This design comes from an exercise in tuning for small area, a short achievable clock period and few clock cycles on the open sky130 flow, not from production work. The RTL was checked by simulation tests, not by an equivalence proof against the original design.

## the previous run
==> flow/design.v (excerpt) <==
module ipdc (                        
	input         i_clk,
	input         i_rst_n,
	input         i_op_valid,
	input  [ 2:0] i_op_mode,
	input         i_in_valid,
	input  [23:0] i_in_data,
	output        o_in_ready,
	output        o_out_valid,
	output [23:0] o_out_data
);
==> flow/config.mk <==
export PLATFORM = sky130hd
export DESIGN_NAME = ipdc
export DESIGN_NICKNAME = ipdc
export VERILOG_FILES = /design/flow/design.v
export SDC_FILE = /design/flow/constraint.sdc
export NUM_CORES = 4
export LEC_CHECK = 0
export CAP_MARGIN = 20
export CORE_MARGIN = 2
export CORE_UTILIZATION = 40
export CTS_CLUSTER_DIAMETER = 80
export CTS_CLUSTER_SIZE = 30
export SLEW_MARGIN = 20
==> flow/constraint.sdc <==
create_clock -name core_clock -period 10.0 [get_ports {i_clk}]
set_input_delay 2.0000 -clock core_clock [delete_from_list [all_inputs] [get_ports {i_clk}]]
set_output_delay 2.0000 -clock core_clock [all_outputs]
set_load 0.01 [all_outputs]
standard.sh (not shown) runs the stock make flow with config.mk's settings and CLKGATE_MAP_FILE= SYNTH_SCRIPT=/design/flow/synth_recipe.tcl, a recipe that flattens the netlist after the stock synthesis.
==> flow/flow/run.sh <==
#!/bin/bash
# Standard ORFS layout; timing repair aims for a setup slack of 6.75 ns
# against the 10 ns clock, i.e. for a cycle of about 3.25 ns.
bash standard.sh SETUP_SLACK_MARGIN=6.75 finish > standard.log 2>&1
Testbench counts of the previous run, summed over its fixed seeds: cycles 13,492.
The inputs of the current run differ from those of the previous run as listed below.
diff --git a/flow/design.v b/flow/design.v
--- a/flow/design.v
+++ b/flow/design.v
@@ -226,20 +226,32 @@
 reg       ymode;
 wire [2:0] ox1 = (ox < 3'd4) ? ox + 3'd1 : ox;
 wire [2:0] oy2 = (oy < 3'd4) ? oy + 3'd1 : oy;
 reg [5:0] cq1, cq2, cq3, cq4;
 always @(posedge i_clk) begin
     cq1 <= B - 6'd2 + {oy, ox1};
     cq2 <= B - 6'd2 + {oy2, ox};
     cq3 <= B - 6'd2;
     cq4 <= B + 6'd16;
 end
+reg       dreq;
+reg [1:0] dsel;
+always @(posedge i_clk or negedge i_rst_n) begin
+    if (!i_rst_n) begin
+        dreq <= 1'b0;
+        dsel <= 2'd0;
+    end
+    else begin
+        dreq <= op_disp;
+        dsel <= i_op_mode[1:0];
+    end
+end
 reg [5:0] q_is;
 always @(*) begin
     case (i_op_mode[1:0])
         2'd1:    q_is = cq1;
         2'd2:    q_is = cq2;
         2'd3:    q_is = cq3;
         default: q_is = cq4;
     endcase
 end
 reg        dact;
@@ -250,27 +262,29 @@
     if (!i_rst_n) begin
         ox    <= 3'd0;
         oy    <= 3'd0;
         ymode <= 1'b0;
         dact  <= 1'b0;
         dq    <= 6'd0;
         cnt   <= 4'd0;
     end
     else begin
         if (op_cs) ymode <= ~i_op_mode[0];
-        if (op_disp) begin
-            case (i_op_mode[1:0])
+        if (dreq) begin
+            case (dsel)
                 2'd1:    begin ox <= ox1;  end
                 2'd2:    begin oy <= oy2;  end
                 2'd3:    begin ox <= 3'd0; oy <= 3'd0; end
                 default: begin ox <= 3'd2; oy <= 3'd2; end
             endcase
+        end
+        if (op_disp) begin
             dact <= 1'b1;
             dq   <= q_is;
             cnt  <= 4'd0;
         end
         else if (dact) begin
             if (run) begin
                 cnt <= cnt + 4'd1;
                 if (cnt[1:0] == 2'd3) dq[5:2] <= dq[5:2] + 4'd1;
                 if (cnt == 4'd15)     dact <= 1'b0;
             end
@@ -278,47 +292,46 @@
                 dq <= dq - 6'd1;
             end
         end
     end
 end
 reg [23:0] pix;
 integer k;
 always @(*) begin
     pix = 24'd0;
     for (k = 0; k < 16; k = k + 1)
-        if (dq[5:2] == k) pix = rp[4*k + 2'd2];
+        pix = pix | (rp[4*k + 2'd2] & {24{dq[5:2] == k}});
 end
-reg [23:0] px_r;
-always @(posedge i_clk) px_r <= pix;
-wire [7:0] pr = px_r[7:0], pg = px_r[15:8], pb = px_r[23:16];
-reg  [10:0] y_a, cb_a, cr_a;
-reg  [ 7:0] y_g, cb_r;
-reg  [ 8:0] cr_s;
+function [21:0] csa11(input [10:0] a, input [10:0] b, input [10:0] c);
+    csa11 = {(a & b | a & c | b & c) << 1, a ^ b ^ c};
+endfunction
+wire [7:0]  pr = pix[7:0], pg = pix[15:8], pb = pix[23:16];
+wire [21:0] y_cs  = csa11({2'b0, pr, 1'b0}, {1'b0, pg, 2'b0}, {3'b0, pg});
+wire [21:0] cb_cs = csa11({1'b0, pb, 2'b0}, ~{2'b0, pg, 1'b0}, ~{3'b0, pr});
+wire [21:0] cr_cs = csa11({1'b0, pr, 2'b0}, ~{2'b0, pg, 1'b0}, ~{3'b0, pg});
+reg  [21:0] y_r, cb_r, cr_r;
+reg  [ 7:0] b_r;
 always @(posedge i_clk) begin
-    y_a  <= {2'b0, pr, 1'b0} + {1'b0, pg, 2'b0} + 11'd4;
-    y_g  <= pg;
-    cb_a <= {1'b0, pb, 2'b0} - {2'b0, pg, 1'b0} + 11'd1028;
-    cb_r <= pr;
-    cr_a <= {1'b0, pr, 2'b0} - {2'b0, pg, 1'b0} + 11'd1028;
-    cr_s <= {1'b0, pg} + {1'b0, pb};
-end
-wire [10:0] y_s  = y_a  + {3'b0, y_g};
-wire [10:0] cb_s = cb_a - {3'b0, cb_r};
-wire [10:0] cr_f = cr_a - {2'b0, cr_s};
+    y_r  <= y_cs;
+    cb_r <= cb_cs;
+    cr_r <= cr_cs;
+    b_r  <= pb;
+end
+wire [10:0] y_s  = y_r[10:0]  + y_r[21:11]  + 11'd4;
+wire [10:0] cb_s = cb_r[10:0] + cb_r[21:11] + 11'd1030;
+wire [10:0] cr_f = cr_r[10:0] + cr_r[21:11] + ~{3'b0, b_r} + 11'd1031;
 reg [23:0] od;
-reg        ov, pv1, pv2;
+reg        ov, pv1;
 always @(posedge i_clk) od <= ymode ? {cr_f[10:3], cb_s[10:3], y_s[10:3]} : pix;
 always @(posedge i_clk or negedge i_rst_n) begin
     if (!i_rst_n) begin
         pv1 <= 1'b0;
-        pv2 <= 1'b0;
         ov  <= 1'b0;
     end
     else begin
         pv1 <= run;
-        pv2 <= pv1;
-        ov  <= (ymode ? pv2 : run) | ld_done | med_done | op_cs;
+        ov  <= (ymode ? pv1 : run) | ld_done | med_done | op_cs;
     end
 end
 assign o_out_valid = ov;
 assign o_out_data  = od;
 endmodule
Notes after the runs:
Post-DP HPWL: the current run and the previous run compared, higher one is the previous run
Against the previous run, the current run reports a register bit count reported by yosys that is lower.
Taking the previous run as the reference, in the current run global-route total usage across every layer now sits lower, wire length after detailed routing now sits lower, count of multi-input combinational gates now sits lower, total placed cells including tap cells now sits lower.
Testbench counts of the current run, summed over its fixed seeds: cycles 13,449.

[re-timing with driven ports]
No port has a modelled driver above. Below, the same layouts with a new extraction and two added sets of constraints. Step 1 sets driving cells, clkbuf_16 on the clock port and buf_2 on the other inputs (assumed; they add their load-dependent delay and slew). Step 2, shift: input delay + t, output delay - t, t = (earliest + latest rising clock arrival at the registers) / 2. This alone moves slack from input paths to output paths. Three values: ideal ports, drivers, drivers and shift; two values: the first two.
run	shift t [ns]	setup slack, ns	worst slew at a driven data input, ns
the previous run	0.808	6.434 / 6.434 / 6.161	0.06
the current run	0.807	6.703 / 6.624 / 6.217	0.05
After both steps setup and hold are still met in every run listed. For the current run, which loses most, drivers alone change the setup slack by -0.079 ns; drivers and shift together by -0.486 ns.
